Source: an optimization exercise on an open RTL-to-GDS flow (aim: small area). Production flows keep margins and buffers that such runs may drop. Only simulation tests tie the RTL to the original design; equivalence was not proved.

==> flow/design.v, too long to show whole: its modules and the start of the top module <==
// module altitude_reflex_chip: 2559 lines
// module reflex_fa: 4 lines
// module reflex_ha: 4 lines
module altitude_reflex_chip (
    input wire clk,
    input wire rst_n,
    input wire signed [15:0] altitude_current,
    input wire signed [15:0] altitude_target,
    input wire signed [15:0] velocity_z,
    input wire signed [15:0] accel_z,
    input wire [7:0] compliance,
    input wire signed [15:0] pid_kp,
    input wire signed [15:0] pid_ki,
    input wire signed [15:0] pid_kd,
    output wire signed [15:0] thrust_output,
    output reg control_valid
);
  // ...
==> flow/flow/run.sh <==
#!/bin/bash
# The standard layout (the standard.sh) with these changes:
#  - synthesis is the standard synthesis (synth_recipe.tcl and ORFS's
#    synth.tcl, unchanged but for one line) with ABC's technology-mapping
#    script replaced by flow/abc_area_amap.script (area-oriented mapping);
#    registers, flattening and renaming are exactly as in the standard synthesis;
#  - every input and output port gets a sky130_fd_sc_hd__buf_1 buffer;
#  - the buffers that synthesis inserted are removed once at floorplan and
#    global placement is not timing driven (the design meets timing with margin);
#  - clock tree synthesis uses clkbuf_4/clkbuf_8 and inserts no dummy loads.
# Each tool's full output is in standard.log (and ORFS's own logs under orfs/logs).
set -o pipefail
HERE=$(pwd)
F=$HERE/flow
sed "s#\$::env(SCRIPTS_DIR)/abc_area.script#$F/abc_area_amap.script#" \
  "$FLOW_HOME/scripts/synth_preamble.tcl" > "$HERE/synth_preamble_amap.tcl"
sed "s#source \$::env(SCRIPTS_DIR)/synth_preamble.tcl#source $HERE/synth_preamble_amap.tcl#" \
  "$FLOW_HOME/scripts/synth.tcl" > "$HERE/synth_amap.tcl"
sed "s#source \$::env(SCRIPTS_DIR)/synth.tcl#source $HERE/synth_amap.tcl#" \
  "$HERE/synth_recipe.tcl" > "$HERE/synth_recipe_amap.tcl"
for f in synth_preamble_amap.tcl synth_amap.tcl synth_recipe_amap.tcl; do
  [ -s "$HERE/$f" ] || { echo "empty $f" > flow_error.log; exit 1; }
done
grep -q "abc_area_amap.script" "$HERE/synth_preamble_amap.tcl" || { echo "preamble edit failed" > flow_error.log; exit 1; }
grep -q "synth_preamble_amap.tcl" "$HERE/synth_amap.tcl" || { echo "synth edit failed" > flow_error.log; exit 1; }
grep -q "synth_amap.tcl" "$HERE/synth_recipe_amap.tcl" || { echo "synth_recipe edit failed" > flow_error.log; exit 1; }
export BUFFER_PORTS_ARGS="-buffer_cell sky130_fd_sc_hd__buf_1"
export CTS_ARGS="-sink_clustering_enable -repair_clock_nets -dont_use_dummy_load -buf_list {sky130_fd_sc_hd__clkbuf_4 sky130_fd_sc_hd__clkbuf_8}"
bash standard.sh SYNTH_SCRIPT="$HERE/synth_recipe_amap.tcl" REMOVE_ABC_BUFFERS=1 GPL_TIMING_DRIVEN=0 > standard.log 2>&1
==> flow/flow/abc_area_amap.script <==
strash
dch -f
amap
topo
dnsize -c
==> flow/standard.sh <==
#!/bin/bash
# synth_recipe.tcl (not shown) runs the flow's synth.tcl, then flattens the netlist and writes it again
# the make line also repeats each setting of config.mk as NAME=value (left out here)
make -C /OpenROAD-flow-scripts/flow DESIGN_CONFIG=/design/flow/config.mk WORK_HOME=/design/flow/orfs CLKGATE_MAP_FILE= SYNTH_SCRIPT=/design/flow/synth_recipe.tcl "${@:-finish}"
==> flow/config.mk <==
export PLATFORM = sky130hd
export DESIGN_NAME = altitude_reflex_chip
export DESIGN_NICKNAME = altitude_reflex_chip
export VERILOG_FILES = /design/flow/design.v
export SDC_FILE = /design/flow/constraint.sdc
export NUM_CORES = 4
export LEC_CHECK = 0
export ABC_AREA = 1
export CAP_MARGIN = 5
export CORE_MARGIN = 2
export CORE_UTILIZATION = 40
export SLEW_MARGIN = 5
export SYNTH_HIERARCHICAL = 1
==> flow/constraint.sdc <==
create_clock -name core_clock -period 25.0 [get_ports {clk}]
set_input_delay 5.0000 -clock core_clock [delete_from_list [all_inputs] [get_ports {clk}]]
set_output_delay 5.0000 -clock core_clock [all_outputs]
set_load 0.01 [all_outputs]
==> flow_metrics.tcl, run 1 <==
set metrics [dict create \
    run_status "failed layout checks" \
    fail_reasons "capacitance limit, slew limit" \
    max_cap_viol_count 1 \
    path_delay_family "adder cells" \
    timing.fmax_mhz 41.71 \
    synthesized_area_divided_by_synthesized_cell_count_sq_um 8.681 \
    clock_cell_area_share 0.005408 \
    grt_max_degree 39 \
    clk_latency_ns 0.40 \
    synth_mux_area_frac 0 \
    distinct_cells_synth 46 \
    biggestRegsByFlops "integral: 17 flops, derivative: 16 flops, last_error: 16 flops" \
    detail_route.iter0.violations 1946 \
    finalHoldWorstSlack_ns 0.5927 \
    timing.final.setup_violations 0 \
    cts.sinks 61 \
    r2r.worst_path.cells 52 \
    antenna_cells_inserted 1 \
    multiInputGateArea_sq_um 18890 \
    postSynthRegisterBits 61 \
    finalHoldViolations 0 \
    maxUsedRoutingLayer "met4" \
    cts_tree "built" \
    shortest_clock_period_the_worst_path_allows_after_layout_ns 23.98 \
    required_ns 25.25 \
    num-multi-input-gates 2160 \
    post_synth_and_or_nand_nor_area_fraction 0.1142 \
    drv_slew 2 \
    cts-root-buf "sky130_fd_sc_hd__clkbuf_8" \
    ys_top_cells_by_count "sky130_fd_sc_hd__fa_1, sky130_fd_sc_hd__o22ai_1, sky130_fd_sc_hd__nand2_1" \
    post-route-period-util 0.9591 \
    post_cts_resized 0 \
]
==> run 2, diff against run 1 <==
--- a/flow/config.mk
+++ b/flow/config.mk
@@ -6,8 +6,8 @@
 export NUM_CORES = 4
 export LEC_CHECK = 0
 export ABC_AREA = 1
-export CAP_MARGIN = 5
+export CAP_MARGIN = 12
 export CORE_MARGIN = 2
 export CORE_UTILIZATION = 40
-export SLEW_MARGIN = 5
+export SLEW_MARGIN = 12
 export SYNTH_HIERARCHICAL = 1
==> flow_metrics.tcl, run 2 <==
set metrics [dict create \
    synth-async-reset-ratio 1.000 \
    synthesized_area_divided_by_synthesized_cell_count_sq_um 8.681 \
    ys_seq_area_frac 0.07192 \
    buffers_inserted_during_post_cts_setup_optimization 0 \
    largest_register_ffs 17 \
    ys_dominant_reg_cell "sky130_fd_sc_hd__dfrtp_1" \
    required_ns 25.26 \
    finalHoldViolations 0 \
    synth_largest_type_area_fraction 0.4565 \
    crit_path_max_fanout 35 \
    worst_path_largest_cell_delay_ns 0.80 \
    drive_gt1_frac 0.01661 \
    antenna_found_initial 3 \
    rd_place_congestion 0.9449 \
    cts.hold.buffers_added 0 \
    place_area_sq_um 22750 \
    route.vias.total 20440 \
    regArea_sq_um 1526 \
    drc 0 \
    grt_overflow 0 \
    ys_top_cells_by_count "sky130_fd_sc_hd__fa_1, sky130_fd_sc_hd__o22ai_1, sky130_fd_sc_hd__nand2_1" \
    worst-endpoint-arrival_ns 24.25 \
    grt_max_degree 39 \
    viasPerCell 6.233 \
    crit_slowest_cell "sky130_fd_sc_hd__clkinv_1" \
    wl_per_cell_um 23.20 \
    synth_enable_flop_cells 0 \
    worst_slack_ns 1.008 \
    die-area_sq_um 54920 \
    detail_route.iter0.violations 2018 \
    synth_area_leaders "sky130_fd_sc_hd__fa_1, sky130_fd_sc_hd__o22ai_1, sky130_fd_sc_hd__o21ai_0, sky130_fd_sc_hd__dfrtp_1, sky130_fd_sc_hd__nand2_1" \
    pin_count 139 \
    core.rowCount 84 \
    registers.top_by_ff_count "integral" \
    port_buffers 128 \
    final_cell_mix "sky130_fd_sc_hd__fa_1, sky130_fd_sc_hd__o22ai_1, sky130_fd_sc_hd__nand2_1, sky130_fd_sc_hd__o21ai_0, sky130_fd_sc_hd__clkinv_1" \
    cts-root-buf "sky130_fd_sc_hd__clkbuf_8" \
    ctsHtreeMaxLevel 3 \
    worst_path_class_setup "input port to flop" \
    drt.antenna.violating_nets 0 \
    worst_setup_path_start_kind "input port" \
    pre_cts_ws_ns -0.2813 \
    distinct_cells_synth 46 \
    max_cap_viol_count 0 \
    num-nets-final 3281 \
    hold_path.class "flop to flop" \
    rsz_0062_raised_after_global_routing "no" \
    clk_latency_ns 0.40 \
    place.detailed.hpwl_um 59090 \
    synthDominantAreaCellType "sky130_fd_sc_hd__fa_1" \
    area_growth_syn_to_fin_pct 7.911 \
    shortest_clock_period_the_worst_path_allows_after_layout_ns 23.99 \
    timing.fmax_mhz 41.68 \
    cts.sinks 61 \
    layout_commonest_cell "sky130_fd_sc_hd__fa_1" \
    synth-warning-count 7 \
    tightest_slew_ns 1.163 \
    fp.dieW_um 234.4 \
    postSynthRegisterBits 61 \
    clockBufferDepth 2 \
    drt_first_pass_iters 7 \
    post_cts_resized 0 \
    timing.final.setup_violations 0 \
    setup.worst_path.end_class "flop" \
    cts_inserted_buffers 9 \
    detail_route.wirelength_um 76080 \
    instance_count_of_the_mapped_netlist 2445 \
    run_status "no timing/DRC/antenna violations" \
    fillers 5217 \
    clock-skew-final_ns 0.02462 \
    post-route-period-util 0.9597 \
    multiInputGateArea_sq_um 18910 \
    first_pass_grt_wire_length_um 119000 \
    design_area_sq_um 22900 \
    syn_area_sq_um 21230 \
    biggestRegsByFlops "integral: 17 flops, derivative: 16 flops, last_error: 16 flops" \
    clk_pin_slew_ns 0.08 \
    drv_slew 0 \
    core_region_area_sq_um 52550 \
    floorplan.die.height_um 234.4 \
    crit_top_cell "sky130_fd_sc_hd__fa_1" \
    cts_tree "built" \
    max-slew-margin-rel 0.2143 \
    grt_use_total 0.2855 \
    grt_pass1_vias 20430 \
    most_repeated_cell_in_the_gate_level_netlist_after_synthesis "sky130_fd_sc_hd__fa_1" \
    initial_core_util 0.4039 \
]
## run 2: path summary, 6_finish.rpt
path	start	endpoint	slack, ns	cells after the start
max in group asynchronous	rst_n	thrust[3]$_DFF_PN0_	19.67	3
min reg2reg	last_error[11]$_DFF_PN0_	derivative[11]$_DFF_PN0_	0.59	2
min	last_error[11]$_DFF_PN0_	derivative[11]$_DFF_PN0_	0.59	2
max	pid_ki[7]	thrust[9]$_DFF_PN0_	1.01	56
max reg2reg	derivative[9]$_DFF_PN0_	thrust[9]$_DFF_PN0_	7.35	51
min in group asynchronous	rst_n	last_error[2]$_DFF_PN0_	4.58	1
## run 2: through the flow
step | utilization | setup TNS, ns | cells | hold slack, ns
global placement | 0.4286 | -5.350 | 3255 | 0.5709
finish | 0.4359 | 0 | 3280 | 0.5922
detailed placement | 0.4328 | -0.4692 | 3267 | 0.5877
CTS | 0.4352 | 0 | 3276 | 0.6061
floorplan | - | 0 | 2439 | 0.5200
global route | 0.4358 | 0 | 3279 | 0.6119
## run 2: logic make-up (layout without fill, tap and decap cells)
group,Yosys count,count (layout),share of synthesized area
buf+inv,224,368,0.04050
fa+ha+maj,568,568,0.5060
other cells,1,4,0.0001767
simple gates,612,612,0.1142
flops,61,61,0.07192
compound gates,979,979,0.2672
## run 2: cell type report
type,count,share of cell area
diodes,3,0.0003278
clock buffers,9,0.005408
inverters,218,0.03589
multi-input cells,2160,0.8256
flip-flops and latches,61,0.06664
well taps,688,0.03758
repair buffers,141,0.02857
## run 2: metal layers
metal  vias up  routed length (um)  GRT usage
met5         -                   0          0
met4         0                4240     0.1456
met3       184                5773    0.03575
met2       984               35500     0.4570
met1     10120               30570     0.3819
li1       9151                   -          -
## run 2: worst max-delay path: cells and delay by family
family / cells / cell delay [ns]
adders and majority gates: 25 / 10.39
and+or+nand+nor: 10 / 2.76
buffers and inverters: 6 / 2.25
AOI/OAI and AO/OA: 15 / 3.81
## run 2: per-module statistics from Yosys (local to each module, per instance)
module	cells inside	cell area, sq um	flip-flops and latches
altitude_reflex_chip	1952	11540	61
reflex_ha	1	12.51	0
reflex_fa	1	20.02	0
==> run 3, diff against run 2 <==
--- a/flow/config.mk
+++ b/flow/config.mk
@@ -6,8 +6,8 @@
 export NUM_CORES = 4
 export LEC_CHECK = 0
 export ABC_AREA = 1
-export CAP_MARGIN = 12
+export CAP_MARGIN = 20
 export CORE_MARGIN = 2
-export CORE_UTILIZATION = 40
-export SLEW_MARGIN = 12
+export CORE_UTILIZATION = 55
+export SLEW_MARGIN = 20
 export SYNTH_HIERARCHICAL = 1
==> flow_metrics.tcl, run 3 <==
set metrics [dict create \
    largest_register_ffs 17 \
    run_status "no timing/DRC/antenna violations" \
    critical_path.n_buffers_inverters 6 \
    fp.dieW_um 200.4 \
    place_area_sq_um 22550 \
    drt.antenna.violating_nets 0 \
    postSynthRegisterBits 61 \
    grt_overflow 0 \
    distinct_cells_synth 46 \
    layout_commonest_cell "sky130_fd_sc_hd__fa_1" \
    die-area_sq_um 40180 \
    worst_setup_path_start_kind "input port" \
    drc 0 \
    timing.final.setup_violations 0 \
    grt_pass1_vias 20430 \
    regArea_sq_um 1526 \
    ctsHtreeMaxLevel 3 \
    ys_top_cells_by_count "sky130_fd_sc_hd__fa_1, sky130_fd_sc_hd__o22ai_1, sky130_fd_sc_hd__nand2_1" \
    pre_cts_ws_ns -0.1731 \
    required_ns 25.28 \
    design_area_sq_um 22710 \
    cts-root-buf "sky130_fd_sc_hd__clkbuf_8" \
    floorplan.die.height_um 200.4 \
    setup_tns_ns 0 \
    synth_area_leaders "sky130_fd_sc_hd__fa_1, sky130_fd_sc_hd__o22ai_1, sky130_fd_sc_hd__o21ai_0, sky130_fd_sc_hd__dfrtp_1, sky130_fd_sc_hd__nand2_1" \
    drive_gt1_frac 0.01931 \
    synth_enable_flop_cells 0 \
    worst-endpoint-arrival_ns 24.21 \
    synth_largest_type_area_fraction 0.4565 \
    tightest_slew_ns 1.184 \
    synth_top_family_by_area "adder cells" \
    drv_slew 0 \
    clockBufferDepth 2 \
    crit_path_max_fanout 35 \
    instance_count_of_the_mapped_netlist 2445 \
    biggestRegsByFlops "integral: 17 flops, derivative: 16 flops, last_error: 16 flops" \
    pin_count 139 \
    synthesized_area_divided_by_synthesized_cell_count_sq_um 8.681 \
    viasPerCell 6.603 \
    worst_slack_ns 1.063 \
    grt_max_degree 39 \
    post-route-period-util 0.9575 \
    rsz_0062_raised_after_global_routing "no" \
    worst_path_class_setup "input port to flop" \
    core_region_area_sq_um 37840 \
    final_cell_mix "sky130_fd_sc_hd__fa_1, sky130_fd_sc_hd__o22ai_1, sky130_fd_sc_hd__nand2_1, sky130_fd_sc_hd__o21ai_0, sky130_fd_sc_hd__clkinv_1" \
    max_cap_viol_count 0 \
    crit_slowest_cell "sky130_fd_sc_hd__nand2_1" \
    clk_pin_slew_ns 0.11 \
    cts.sinks 61 \
    fillers 3453 \
    antenna_found_initial 2 \
    clock-skew-final_ns 0.04469 \
    max-slew-margin-rel 0.2001 \
    fin_cells 3101 \
    synth-warning-count 7 \
    synthDominantAreaCellType "sky130_fd_sc_hd__fa_1" \
    place.detailed.hpwl_um 57000 \
    num-nets-final 3281 \
    first_pass_grt_wire_length_um 115000 \
    buffers_inserted_during_post_cts_setup_optimization 0 \
    area_growth_syn_to_fin_pct 7.009 \
    multiInputGateArea_sq_um 18940 \
    drt_first_pass_iters 6 \
    route.vias.total 20480 \
    most_repeated_cell_in_the_gate_level_netlist_after_synthesis "sky130_fd_sc_hd__fa_1" \
    grt_use_total 0.3705 \
    yosys.area_share.xor_xnor 0 \
    synth-compound-area-share 0.2672 \
    worst_path_largest_cell_delay_ns 0.82 \
    detail_route.wirelength_um 72170 \
    core.rowCount 71 \
    rd_place_congestion 0.9714 \
    ys_seq_area_frac 0.07192 \
    place_inst 3091 \
    crit_top_cell "sky130_fd_sc_hd__fa_1" \
    post_synth_and_or_nand_nor_area_fraction 0.1142 \
    hold_path.class "flop to flop" \
    post_synth_fa_ha_maj_area_fraction 0.5060 \
    synth-async-reset-ratio 1.000 \
    port_buffers 128 \
    timing.fmax_mhz 41.78 \
    shortest_clock_period_the_worst_path_allows_after_layout_ns 23.94 \
    ys_dominant_reg_cell "sky130_fd_sc_hd__dfrtp_1" \
    path_delay_family "adder cells" \
    cts_tree "built" \
    setup.worst_path.end_class "flop" \
    initial_core_util 0.5609 \
    finalHoldViolations 0 \
    registers.top_by_ff_count "integral" \
    cts_inserted_buffers 9 \
    clk_latency_ns 0.44 \
    synth_mux_area_frac 0 \
    wl_per_cell_um 23.27 \
    syn_area_sq_um 21230 \
    detail_route.iter0.violations 2304 \
]
run 3: metrics by stage:
| step | hold slack, ns | util |
|---|---|---|
| after floorplan | 0.5200 | - |
| after global placement | 0.5566 | 0.5894 |
| after detailed placement | 0.5401 | 0.5960 |
| after CTS | 0.5260 | 0.5993 |
| after global routing | 0.5727 | 0.6001 |
| final | 0.5162 | 0.6002 |
run 3: layer usage:
layer,part of all wire,track usage
met1,0.39,0.4890
met2,0.46,0.5885
met3,0.098,0.07532
met4,0.056,0.1802
met5,0,0
run 3: cell type report:
type	count	share of cell area
flip-flops and latches	61	0.06721
inverters	218	0.03636
diodes	1	0.0001102
clock buffers	9	0.005454
multi-input cells	2160	0.8337
well taps	511	0.02815
repair buffers	141	0.02898
run 3: final timing paths:
path / start / to / slack (ns) / cells past startpoint
worst min-delay path: last_error[0]$_DFF_PN0_ / derivative[0]$_DFF_PN0_ / 0.52 / 2
min in group asynchronous: rst_n / last_error[7]$_DFF_PN0_ / 4.52 / 1
worst max-delay path: pid_ki[7] / thrust[9]$_DFF_PN0_ / 1.06 / 56
worst min register to register: last_error[0]$_DFF_PN0_ / derivative[0]$_DFF_PN0_ / 0.52 / 2
worst max register to register: integral[4]$_DFF_PN0_ / thrust[9]$_DFF_PN0_ / 7.37 / 52
max in group asynchronous: rst_n / thrust[0]$_DFF_PN0_ / 19.70 / 3
run 3: cell families (layout without fill, tap and decap cells):
logic type,count (synthesis),count (layout)
adders and majority gates,568,568
buffers and inverters,224,368
and+or+nand+nor,612,612
DFF,61,61
AOI/OAI and AO/OA,979,979
other,1,2
run 3: Yosys stat by module (local to each module, per instance):
module / copies in the design / cells inside / flip-flops and latches
reflex_ha: 25 / 1 / 0
reflex_fa: 468 / 1 / 0
altitude_reflex_chip: 1 / 1952 / 61
run 3: repair_timing:
| item | CTS | global route |
|---|---|---|
| hold buffers | 0 | 0 |
| setup endpoints to repair | 0 | 2 |
| gates resized for setup | 0 | 4 |
run 3: worst reg2reg max path: cells and delay by family (launching register included):
family | cells | cell delay, ns
flip-flops | 1 | 0.40
AO/OA/AOI/OAI | 14 | 3.59
buffers and inverters | 4 | 1.28
AND/OR/NAND/NOR | 9 | 1.95
adder cells (fa/ha/maj) | 25 | 10.31
==> run 4, diff against run 3 <==
--- a/flow/config.mk
+++ b/flow/config.mk
@@ -8,6 +8,6 @@
 export ABC_AREA = 1
 export CAP_MARGIN = 20
 export CORE_MARGIN = 2
-export CORE_UTILIZATION = 55
+export CORE_UTILIZATION = 40
 export SLEW_MARGIN = 20
 export SYNTH_HIERARCHICAL = 1
==> flow_metrics.tcl, run 4 <==
set metrics [dict create \
    run_status "no timing/DRC/antenna violations" \
    ctsHtreeMaxLevel 3 \
    timing.final.setup_violations 0 \
    synth_area_leaders "sky130_fd_sc_hd__fa_1, sky130_fd_sc_hd__o22ai_1, sky130_fd_sc_hd__o21ai_0, sky130_fd_sc_hd__dfrtp_1, sky130_fd_sc_hd__nand2_1" \
    grt_max_degree 39 \
    setup_tns_ns 0 \
    layout_commonest_cell "sky130_fd_sc_hd__fa_1" \
    ys_top_cells_by_count "sky130_fd_sc_hd__fa_1, sky130_fd_sc_hd__o22ai_1, sky130_fd_sc_hd__nand2_1" \
    drt_first_pass_iters 7 \
    finalHoldWorstSlack_ns 0.6011 \
    grt_pass1_vias 20310 \
    max_cap_viol_count 0 \
    post-route-period-util 0.9534 \
    worst_path_class_setup "input port to flop" \
    post_cts_resized 0 \
    ys_seq_area_frac 0.07192 \
    floorplan.die.height_um 234.4 \
    drive_gt1_frac 0.01819 \
    drt.antenna.violating_nets 0 \
    worst_setup_path_start_kind "input port" \
    die-area_sq_um 54920 \
    cts_tree "built" \
    area_growth_syn_to_fin_pct 7.940 \
    synth_enable_flop_cells 0 \
    busiest_layer "met2" \
    detail_route.wirelength_um 75920 \
    design_area_sq_um 22910 \
    synthesized_area_divided_by_synthesized_cell_count_sq_um 8.681 \
    clock-skew-final_ns 0.01812 \
    antenna_found_initial 1 \
    synth_largest_type_area_fraction 0.4565 \
    initial_core_util 0.4039 \
    biggestRegsByFlops "integral: 17 flops, derivative: 16 flops, last_error: 16 flops" \
    wl_per_cell_um 23.20 \
    required_ns 25.25 \
    fp.dieW_um 234.4 \
    synthDominantAreaCellType "sky130_fd_sc_hd__fa_1" \
    tightest_slew_ns 1.009 \
    crit_top_cell "sky130_fd_sc_hd__fa_1" \
    cts.hold.buffers_added 0 \
    critical_path.n_buffers_inverters 6 \
    fin_cells 3273 \
    largest_register_ffs 17 \
    first_pass_grt_wire_length_um 119200 \
    instance_count_of_the_mapped_netlist 2445 \
    final_cell_mix "sky130_fd_sc_hd__fa_1, sky130_fd_sc_hd__o22ai_1, sky130_fd_sc_hd__nand2_1, sky130_fd_sc_hd__o21ai_0, sky130_fd_sc_hd__clkinv_1" \
    syn_area_sq_um 21230 \
    postSynthRegisterBits 61 \
    drc 0 \
    registers.top_by_ff_count "integral" \
    crit_slowest_cell "sky130_fd_sc_hd__clkinv_1" \
    grt_util_met3 0.04390 \
    place.detailed.hpwl_um 58760 \
    max-slew-margin-rel 0.3200 \
    timing.fmax_mhz 41.95 \
    hold_path.class "flop to flop" \
    drv_slew 0 \
    detail_route.iter0.violations 1996 \
    grt_use_met1 0.3778 \
    clockBufferDepth 2 \
    port_buffers 128 \
    distinct_cells_synth 46 \
    core_region_area_sq_um 52550 \
    buffers_inserted_during_post_cts_setup_optimization 0 \
    cts.sinks 61 \
    worst_path_largest_cell_delay_ns 0.81 \
    worst_slack_ns 1.164 \
    shortest_clock_period_the_worst_path_allows_after_layout_ns 23.84 \
    worst-endpoint-arrival_ns 24.09 \
    pin_count 139 \
    viasPerCell 6.239 \
    grt_use_met2 0.4617 \
    synth-warning-count 7 \
    cts_inserted_buffers 9 \
    setup.worst_path.end_class "flop" \
    place_inst 3263 \
    route.vias.total 20420 \
    path_delay_family "adder cells" \
    most_repeated_cell_in_the_gate_level_netlist_after_synthesis "sky130_fd_sc_hd__fa_1" \
    clk_pin_slew_ns 0.08 \
    clk_latency_ns 0.39 \
    finalHoldViolations 0 \
    synth-async-reset-ratio 1.000 \
    core.rowCount 84 \
    crit_path_max_fanout 35 \
    ys_dominant_reg_cell "sky130_fd_sc_hd__dfrtp_1" \
    grt_overflow 0 \
    grt_use_total 0.2860 \
    num-nets-final 3276 \
    rsz_0062_raised_after_global_routing "no" \
    place_area_sq_um 22750 \
    rd_place_congestion 0.9449 \
    cts-root-buf "sky130_fd_sc_hd__clkbuf_8" \
    pre_cts_ws_ns 0.1755 \
]
-- run 4: metal layers --
| metal | vias to the layer above | part of all wire |
|---|---|---|
| met3 | 210 | 0.081 |
| li1 | 9142 | - |
| met5 | - | 0 |
| met2 | 1115 | 0.47 |
| met4 | 0 | 0.057 |
| met1 | 9952 | 0.40 |
-- run 4: final cells by class --
class                           count  area (sq um)
Inverter                          218         822.0
Clock buffer                        9         123.9
Antenna cell                        1         2.502
Tap cell                          688         860.8
Sequential cell                    61          1526
Timing Repair Buffer              136         620.6
Fill cell                        5217         29640
Multi-Input combinational cell   2160         18950
-- run 4: final timing paths --
check | from | endpoint | slack (ns) | cells after the start
setup reg to reg | integral[13]$_DFF_PN0_ | thrust[9]$_DFF_PN0_ | 7.47 | 51
min in group asynchronous | rst_n | derivative[6]$_DFF_PN0_ | 4.58 | 1
hold reg to reg | last_error[4]$_DFF_PN0_ | derivative[4]$_DFF_PN0_ | 0.60 | 2
hold / removal | last_error[4]$_DFF_PN0_ | derivative[4]$_DFF_PN0_ | 0.60 | 2
max in group asynchronous | rst_n | thrust[10]$_DFF_PN0_ | 19.68 | 3
setup / recovery | pid_ki[7] | thrust[9]$_DFF_PN0_ | 1.16 | 56
-- run 4: per-stage QoR --
| step | utilization |
|---|---|
| finish | 0.4360 |
| global route | 0.4360 |
| CTS | 0.4353 |
| detailed placement | 0.4330 |
| global placement | 0.4286 |
| floorplan | - |
-- run 4: cell families (layout without fill, tap and decap cells) --
family	count (synthesis)	count (layout)	synth area share
flops	61	61	0.07192
simple gates	612	612	0.1142
buf+inv	224	363	0.04050
other cells	1	2	0.0001767
fa+ha+maj	568	568	0.5060
compound gates	979	979	0.2672
-- run 4: worst min-delay path, cell delays in order, from the launching register on --
cell	delay, ns
sky130_fd_sc_hd__dfrtp_1	0.37
sky130_fd_sc_hd__clkinv_1	0.06
sky130_fd_sc_hd__fa_1	0.15
-- run 4: Yosys stat by module (local to each module, per instance) --
module / flops+latches / cells / times used
reflex_ha: 0 / 1 / 25
altitude_reflex_chip: 61 / 1952 / 1
reflex_fa: 0 / 1 / 468
==> run 5, diff against run 4 <==
--- a/flow/flow/run.sh
+++ b/flow/flow/run.sh
@@ -7,7 +7,7 @@
 #  - every input and output port gets a sky130_fd_sc_hd__buf_1 buffer;
 #  - the buffers that synthesis inserted are removed once at floorplan and
 #    global placement is not timing driven (the design meets timing with margin);
-#  - clock tree synthesis uses clkbuf_4/clkbuf_8 and inserts no dummy loads.
+#  - clock tree synthesis uses clkbuf_4/clkbuf_8 and inserts no dummy loads (no sink clustering).
 # Each tool's full output is in standard.log (and ORFS's own logs under orfs/logs).
 set -o pipefail
 HERE=$(pwd)
@@ -25,5 +25,5 @@
 grep -q "synth_preamble_amap.tcl" "$HERE/synth_amap.tcl" || { echo "synth edit failed" > flow_error.log; exit 1; }
 grep -q "synth_amap.tcl" "$HERE/synth_recipe_amap.tcl" || { echo "synth_recipe edit failed" > flow_error.log; exit 1; }
 export BUFFER_PORTS_ARGS="-buffer_cell sky130_fd_sc_hd__buf_1"
-export CTS_ARGS="-sink_clustering_enable -repair_clock_nets -dont_use_dummy_load -buf_list {sky130_fd_sc_hd__clkbuf_4 sky130_fd_sc_hd__clkbuf_8}"
+export CTS_ARGS="-repair_clock_nets -dont_use_dummy_load -buf_list {sky130_fd_sc_hd__clkbuf_4 sky130_fd_sc_hd__clkbuf_8}"
 bash standard.sh SYNTH_SCRIPT="$HERE/synth_recipe_amap.tcl" REMOVE_ABC_BUFFERS=1 GPL_TIMING_DRIVEN=0 > standard.log 2>&1
==> flow_metrics.tcl, run 5 <==
set metrics [dict create \
    place_area_sq_um 22750 \
    r2r.worst_path.cells 51 \
    biggestRegsByFlops "integral: 17 flops, derivative: 16 flops, last_error: 16 flops" \
    hold_path.class "flop to flop" \
    core_region_area_sq_um 52550 \
    detail_route.iter0.violations 1996 \
    synth_area_leaders "sky130_fd_sc_hd__fa_1, sky130_fd_sc_hd__o22ai_1, sky130_fd_sc_hd__o21ai_0, sky130_fd_sc_hd__dfrtp_1, sky130_fd_sc_hd__nand2_1" \
    post-route-period-util 0.9534 \
    pin_count 139 \
    drc 0 \
    crit_top_cell "sky130_fd_sc_hd__fa_1" \
    instance_count_of_the_mapped_netlist 2445 \
    ctsHtreeMaxLevel 3 \
    rd_place_congestion 0.9449 \
    cts-root-buf "sky130_fd_sc_hd__clkbuf_8" \
    finalHoldViolations 0 \
    synth_largest_type_area_fraction 0.4565 \
    place.detailed.hpwl_um 58760 \
    grt_max_degree 39 \
    min_path_cells 2 \
    drv_slew 0 \
    buffers_inserted_during_post_cts_setup_optimization 0 \
    final_cell_mix "sky130_fd_sc_hd__fa_1, sky130_fd_sc_hd__o22ai_1, sky130_fd_sc_hd__nand2_1, sky130_fd_sc_hd__o21ai_0, sky130_fd_sc_hd__clkinv_1" \
    drt.antenna.violating_nets 0 \
    floorplan.die.height_um 234.4 \
    tightest_slew_ns 1.009 \
    wl_per_cell_um 23.20 \
    pre_cts_ws_ns 0.1755 \
    timing.critical_path.from "pid_ki[7]" \
    crit_slowest_cell "sky130_fd_sc_hd__clkinv_1" \
    worst_setup_path_start_kind "input port" \
    required_ns 25.25 \
    clk_latency_ns 0.39 \
    largest_register_ffs 17 \
    worst_path_class_setup "input port to flop" \
    fillers 5217 \
    distinct_cells_synth 46 \
    cts_inserted_buffers 9 \
    rsz_0062_raised_after_global_routing "no" \
    port_buffers 128 \
    timing.final.setup_violations 0 \
    antenna_found_initial 1 \
    post_cts_resized 0 \
    synthDominantAreaCellType "sky130_fd_sc_hd__fa_1" \
    run_status "no timing/DRC/antenna violations" \
    clk_pin_slew_ns 0.08 \
    synth_enable_flop_cells 0 \
    worst_slack_ns 1.164 \
    regArea_sq_um 1526 \
    cts_tree "built" \
    syn_area_sq_um 21230 \
    drive_gt1_frac 0.01819 \
    grt_overflow 0 \
    synth-warning-count 7 \
    cts.sinks 61 \
    die-area_sq_um 54920 \
    setup.worst_path.end_class "flop" \
    registers.top_by_ff_count "integral" \
    place_inst 3263 \
    core.rowCount 84 \
    regToRegEndpoint "thrust[9]$_DFF_PN0_" \
    worst-endpoint-arrival_ns 24.09 \
    fin_util 0.4360 \
    ys_dominant_reg_cell "sky130_fd_sc_hd__dfrtp_1" \
    cts.hold.buffers_added 0 \
    area_growth_syn_to_fin_pct 7.940 \
    initial_core_util 0.4039 \
    timing.fmax_mhz 41.95 \
    ys_seq_area_frac 0.07192 \
    grt_pass1_vias 20310 \
    setup_tns_ns 0 \
    clockBufferDepth 2 \
    layout_commonest_cell "sky130_fd_sc_hd__fa_1" \
    max-slew-margin-rel 0.3200 \
    crit_path_max_fanout 35 \
    route.vias.total 20420 \
    first_pass_grt_wire_length_um 119200 \
    detail_route.wirelength_um 75920 \
    clock-skew-final_ns 0.01812 \
    synthesized_area_divided_by_synthesized_cell_count_sq_um 8.681 \
    worst_path_largest_cell_delay_ns 0.81 \
    r2r-start "integral[13]$_DFF_PN0_" \
    multiInputGateArea_sq_um 18950 \
    drt_first_pass_iters 7 \
    postSynthRegisterBits 61 \
    critical_path.endpoint "thrust[9]$_DFF_PN0_" \
    synth-async-reset-ratio 1.000 \
    grt_use_total 0.2860 \
    viasPerCell 6.239 \
    fp.dieW_um 234.4 \
    finalHoldWorstSlack_ns 0.6011 \
    shortest_clock_period_the_worst_path_allows_after_layout_ns 23.84 \
    num-nets-final 3276 \
    most_repeated_cell_in_the_gate_level_netlist_after_synthesis "sky130_fd_sc_hd__fa_1" \
    fin_cells 3273 \
    design_area_sq_um 22910 \
    ys_top_cells_by_count "sky130_fd_sc_hd__fa_1, sky130_fd_sc_hd__o22ai_1, sky130_fd_sc_hd__nand2_1" \
    max_cap_viol_count 0 \
]
[run 5: cell counts after synthesis]
No cell type changed its count.
[run 5: modules after synthesis, one instance, submodules excluded]
module / times used / cells inside / cell area, sq um
altitude_reflex_chip: 1 / 1952 / 11540
reflex_fa: 468 / 1 / 20.02
reflex_ha: 25 / 1 / 12.51
[run 5: worst max-delay path, delay by kind of cell]
kind	cells	cell delay, ns
buf+inv	6	2.24
compound gates	15	3.73
simple gates	10	2.72
fa+ha+maj	25	10.36
[run 5: routing by layer]
layer	GRT usage	wire length [um]	vias to the layer above
met3	0.04390	6112	210
met4	0.1364	4347	0
met2	0.4617	35320	1115
met1	0.3778	30150	9952
li1	-	-	9142
met5	0	0	-
[run 5: cell families after synthesis]
family,count (synthesis),synth area share
compound gates,979,0.2672
fa+ha+maj,568,0.5060
buf+inv,224,0.04050
flops,61,0.07192
other cells,1,0.0001767
simple gates,612,0.1142
[run 5: worst min path at each step]
stage                                          end  slack (ns)                startpoint
after floorplan            derivative[0]$_DFF_PN0_        0.52   last_error[0]$_DFF_PN0_
after global placement    derivative[15]$_DFF_PN0_        0.57  last_error[15]$_DFF_PN0_
after detailed placement   derivative[8]$_DFF_PN0_        0.58   last_error[8]$_DFF_PN0_
after CTS                  derivative[4]$_DFF_PN0_        0.61   last_error[4]$_DFF_PN0_
after global routing      derivative[11]$_DFF_PN0_        0.62  last_error[11]$_DFF_PN0_
final                      derivative[4]$_DFF_PN0_        0.60   last_error[4]$_DFF_PN0_
[run 5: area by class of cell]
| type | instances | share of cell area |
|---|---|---|
| multi-input cells | 2160 | 0.8273 |
| repair buffers | 136 | 0.02709 |
| clock buffers | 9 | 0.005407 |
| well taps | 688 | 0.03757 |
| flip-flops and latches | 61 | 0.06663 |
| diodes | 1 | 0.0001092 |
| inverters | 218 | 0.03588 |
==> run 6, diff against run 5 <==
--- a/flow/flow/run.sh
+++ b/flow/flow/run.sh
@@ -7,7 +7,7 @@
 #  - every input and output port gets a sky130_fd_sc_hd__buf_1 buffer;
 #  - the buffers that synthesis inserted are removed once at floorplan and
 #    global placement is not timing driven (the design meets timing with margin);
-#  - clock tree synthesis uses clkbuf_4/clkbuf_8 and inserts no dummy loads (no sink clustering).
+#  - clock tree synthesis uses a clkbuf_8 root and clkbuf_4 buffers and inserts no dummy loads.
 # Each tool's full output is in standard.log (and ORFS's own logs under orfs/logs).
 set -o pipefail
 HERE=$(pwd)
@@ -25,5 +25,5 @@
 grep -q "synth_preamble_amap.tcl" "$HERE/synth_amap.tcl" || { echo "synth edit failed" > flow_error.log; exit 1; }
 grep -q "synth_amap.tcl" "$HERE/synth_recipe_amap.tcl" || { echo "synth_recipe edit failed" > flow_error.log; exit 1; }
 export BUFFER_PORTS_ARGS="-buffer_cell sky130_fd_sc_hd__buf_1"
-export CTS_ARGS="-repair_clock_nets -dont_use_dummy_load -buf_list {sky130_fd_sc_hd__clkbuf_4 sky130_fd_sc_hd__clkbuf_8}"
+export CTS_ARGS="-sink_clustering_enable -repair_clock_nets -dont_use_dummy_load -root_buf sky130_fd_sc_hd__clkbuf_8 -buf_list {sky130_fd_sc_hd__clkbuf_4}"
 bash standard.sh SYNTH_SCRIPT="$HERE/synth_recipe_amap.tcl" REMOVE_ABC_BUFFERS=1 GPL_TIMING_DRIVEN=0 > standard.log 2>&1
==> flow_metrics.tcl, run 6 <==
set metrics [dict create \
    synth-warning-count 7 \
    most_repeated_cell_in_the_gate_level_netlist_after_synthesis "sky130_fd_sc_hd__fa_1" \
    num-nets-final 3276 \
    synth-async-reset-ratio 1.000 \
    drt.antenna.violating_nets 0 \
    fp.dieW_um 234.4 \
    viasPerCell 6.239 \
    finalHoldViolations 0 \
    core.rowCount 84 \
    ys_dominant_reg_cell "sky130_fd_sc_hd__dfrtp_1" \
    core_region_area_sq_um 52550 \
    clk_latency_ns 0.39 \
    worst-endpoint-arrival_ns 24.09 \
    crit_top_cell "sky130_fd_sc_hd__fa_1" \
    postSynthRegisterBits 61 \
    synthDominantAreaCellType "sky130_fd_sc_hd__fa_1" \
    ys_top_cells_by_count "sky130_fd_sc_hd__fa_1, sky130_fd_sc_hd__o22ai_1, sky130_fd_sc_hd__nand2_1" \
    drv_slew 0 \
    synth_largest_type_area_fraction 0.4565 \
    pin_count 139 \
    critical_path.endpoint "thrust[9]$_DFF_PN0_" \
    detail_route.wirelength_um 75920 \
    synthesized_area_divided_by_synthesized_cell_count_sq_um 8.681 \
    detail_route.iter0.violations 1996 \
    buffers_inserted_during_post_cts_setup_optimization 0 \
    route.vias.total 20420 \
    regToRegEndpoint "thrust[9]$_DFF_PN0_" \
    worst_path_class_setup "input port to flop" \
    synth_area_leaders "sky130_fd_sc_hd__fa_1, sky130_fd_sc_hd__o22ai_1, sky130_fd_sc_hd__o21ai_0, sky130_fd_sc_hd__dfrtp_1, sky130_fd_sc_hd__nand2_1" \
    drc 0 \
    synth_enable_flop_cells 0 \
    rsz_0062_raised_after_global_routing "no" \
    port_buffers 128 \
    crit_path_max_fanout 35 \
    timing.fmax_mhz 41.95 \
    run_status "no timing/DRC/antenna violations" \
    crit_slowest_cell "sky130_fd_sc_hd__clkinv_1" \
    area_growth_syn_to_fin_pct 7.940 \
    worst_path_largest_cell_delay_ns 0.81 \
    initial_core_util 0.4039 \
    cts_tree "built" \
    largest_register_ffs 17 \
    place_inst 3263 \
    required_ns 25.25 \
    drive_gt1_frac 0.01819 \
    grt_max_degree 39 \
    post-route-period-util 0.9534 \
    setup_tns_ns 0 \
    r2r-start "integral[13]$_DFF_PN0_" \
    rd_place_congestion 0.9449 \
    first_pass_grt_wire_length_um 119200 \
    layout_commonest_cell "sky130_fd_sc_hd__fa_1" \
    hold_path.class "flop to flop" \
    cts.sinks 61 \
    syn_area_sq_um 21230 \
    instance_count_of_the_mapped_netlist 2445 \
    clock-skew-final_ns 0.01812 \
    clockBufferDepth 2 \
    drt_first_pass_iters 7 \
    timing.critical_path.from "pid_ki[7]" \
    setup.worst_path.end_class "flop" \
    ctsHtreeMaxLevel 3 \
    worst_setup_path_start_kind "input port" \
    grt_pass1_vias 20310 \
    max-slew-margin-rel 0.3200 \
    wl_per_cell_um 23.20 \
    ys_seq_area_frac 0.07192 \
    die-area_sq_um 54920 \
    shortest_clock_period_the_worst_path_allows_after_layout_ns 23.84 \
    final_cell_mix "sky130_fd_sc_hd__fa_1, sky130_fd_sc_hd__o22ai_1, sky130_fd_sc_hd__nand2_1, sky130_fd_sc_hd__o21ai_0, sky130_fd_sc_hd__clkinv_1" \
    place.detailed.hpwl_um 58760 \
    grt_overflow 0 \
    distinct_cells_synth 46 \
    r2r.worst_path.cells 51 \
    floorplan.die.height_um 234.4 \
    biggestRegsByFlops "integral: 17 flops, derivative: 16 flops, last_error: 16 flops" \
    registers.top_by_ff_count "integral" \
    cts-root-buf "sky130_fd_sc_hd__clkbuf_8" \
    clk_pin_slew_ns 0.08 \
    antenna_found_initial 1 \
    fin_cells 3273 \
    tightest_slew_ns 1.009 \
    grt_use_total 0.2860 \
    max_cap_viol_count 0 \
    timing.final.setup_violations 0 \
    cts_inserted_buffers 9 \
]
==> run 6: cell counts in the layout (fill, tap and decap cells not counted) <==
Identical to the previous run, type by type.
==> run 6: timing repair <==
| action | 4_1_cts | 5_1_grt |
|---|---|---|
| resized for setup | 0 | 1 |
| hold endpoints to repair | 0 | 0 |
| setup endpoints to repair | 0 | 1 |
| hold buffers | 0 | 0 |
==> run 6: cell type report <==
cell class / count / area [sq um]
inverters: 218 / 822.0
multi-input cells: 2160 / 18950
clock buffers: 9 / 123.9
diodes: 1 / 2.502
repair buffers: 136 / 620.6
fillers: 5217 / 29640
well taps: 688 / 860.8
flip-flops and latches: 61 / 1526
==> run 6: per-layer routing <==
metal	vias up	wire, um	track usage
met2	1115	35320	0.4617
met4	0	4347	0.1364
li1	9142	-	-
met5	-	0	0
met3	210	6112	0.04390
met1	9952	30150	0.3778
==> run 6: per-stage QoR <==
step | area [sq um] | utilization | hold WS [ns] | setup slack [ns]
floorplan | 21180 | - | 0.5200 | 3.442
global placement | 22530 | 0.4286 | 0.5709 | -1.552
detailed placement | 22750 | 0.4330 | 0.5838 | 0.1755
CTS | 22880 | 0.4353 | 0.6063 | 0.5050
global route | 22910 | 0.4360 | 0.6208 | 0.02253
finish | 22910 | 0.4360 | 0.6011 | 1.164
==> run 6: how the worst min path moves through the flow <==
stage	startpoint	endpoint	slack, ns	cells after the start
after floorplan	last_error[0]$_DFF_PN0_	derivative[0]$_DFF_PN0_	0.52	2
after global placement	last_error[15]$_DFF_PN0_	derivative[15]$_DFF_PN0_	0.57	3
after detailed placement	last_error[8]$_DFF_PN0_	derivative[8]$_DFF_PN0_	0.58	2
after CTS	last_error[4]$_DFF_PN0_	derivative[4]$_DFF_PN0_	0.61	2
after global routing	last_error[11]$_DFF_PN0_	derivative[11]$_DFF_PN0_	0.62	2
final	last_error[4]$_DFF_PN0_	derivative[4]$_DFF_PN0_	0.60	2
==> run 6: worst max-delay path: cells and delay by family <==
kind | cells | cell delay (ns)
buf+inv | 6 | 2.24
fa+ha+maj | 25 | 10.36
compound gates | 15 | 3.73
simple gates | 10 | 2.72
==> run 6: cell families after synthesis <==
group / synth area share
AO/OA/AOI/OAI: 0.2672
AND/OR/NAND/NOR: 0.1142
adder cells (fa/ha/maj): 0.5060
buffers and inverters: 0.04050
flip-flops: 0.07192
other: 0.0001767
==> run 6: per-module statistics from Yosys (local to each module, per instance) <==
module / cells / cell area (sq um) / copies in the design
altitude_reflex_chip: 1952 / 11540 / 1
reflex_fa: 1 / 20.02 / 468
reflex_ha: 1 / 12.51 / 25

port drivers added, routing unchanged:
Ports are ideal in the flow. The routed layouts listed here were re-timed in OpenROAD. Step 1, drivers: a clkbuf_16 drives clk and a buf_2 each remaining input, both assumed. Step 2 times the ports against the registers' clock, not the clock port: input delays grow and output delays shrink by t, the midpoint of the rising clock arrivals with the driver on. Slacks: ideal ports / drivers / drivers and shift; pairs: ideal ports / drivers.
| run | t, ns | setup WS [ns] | worst setup path after step 2 | clock arrival spread, ns |
|---|---|---|---|---|
| run 1 | 0.438 | 1.023 / 1.048 / 0.610 | input to register | 0.026 / 0.026 |
| run 2 | 0.434 | 1.008 / 1.033 / 0.599 | input to register | 0.025 / 0.024 |
| run 3 | 0.474 | 1.063 / 1.090 / 0.617 | input to register | 0.045 / 0.045 |
| run 4 | 0.439 | 1.164 / 1.193 / 0.755 | input to register | 0.019 / 0.019 |
| run 5 | 0.439 | 1.164 / 1.193 / 0.755 | input to register | 0.019 / 0.019 |
| run 6 | 0.439 | 1.164 / 1.193 / 0.755 | input to register | 0.019 / 0.019 |
For run 3, which loses most, drivers alone change the setup slack by +0.027 ns; drivers and shift together by -0.446 ns.
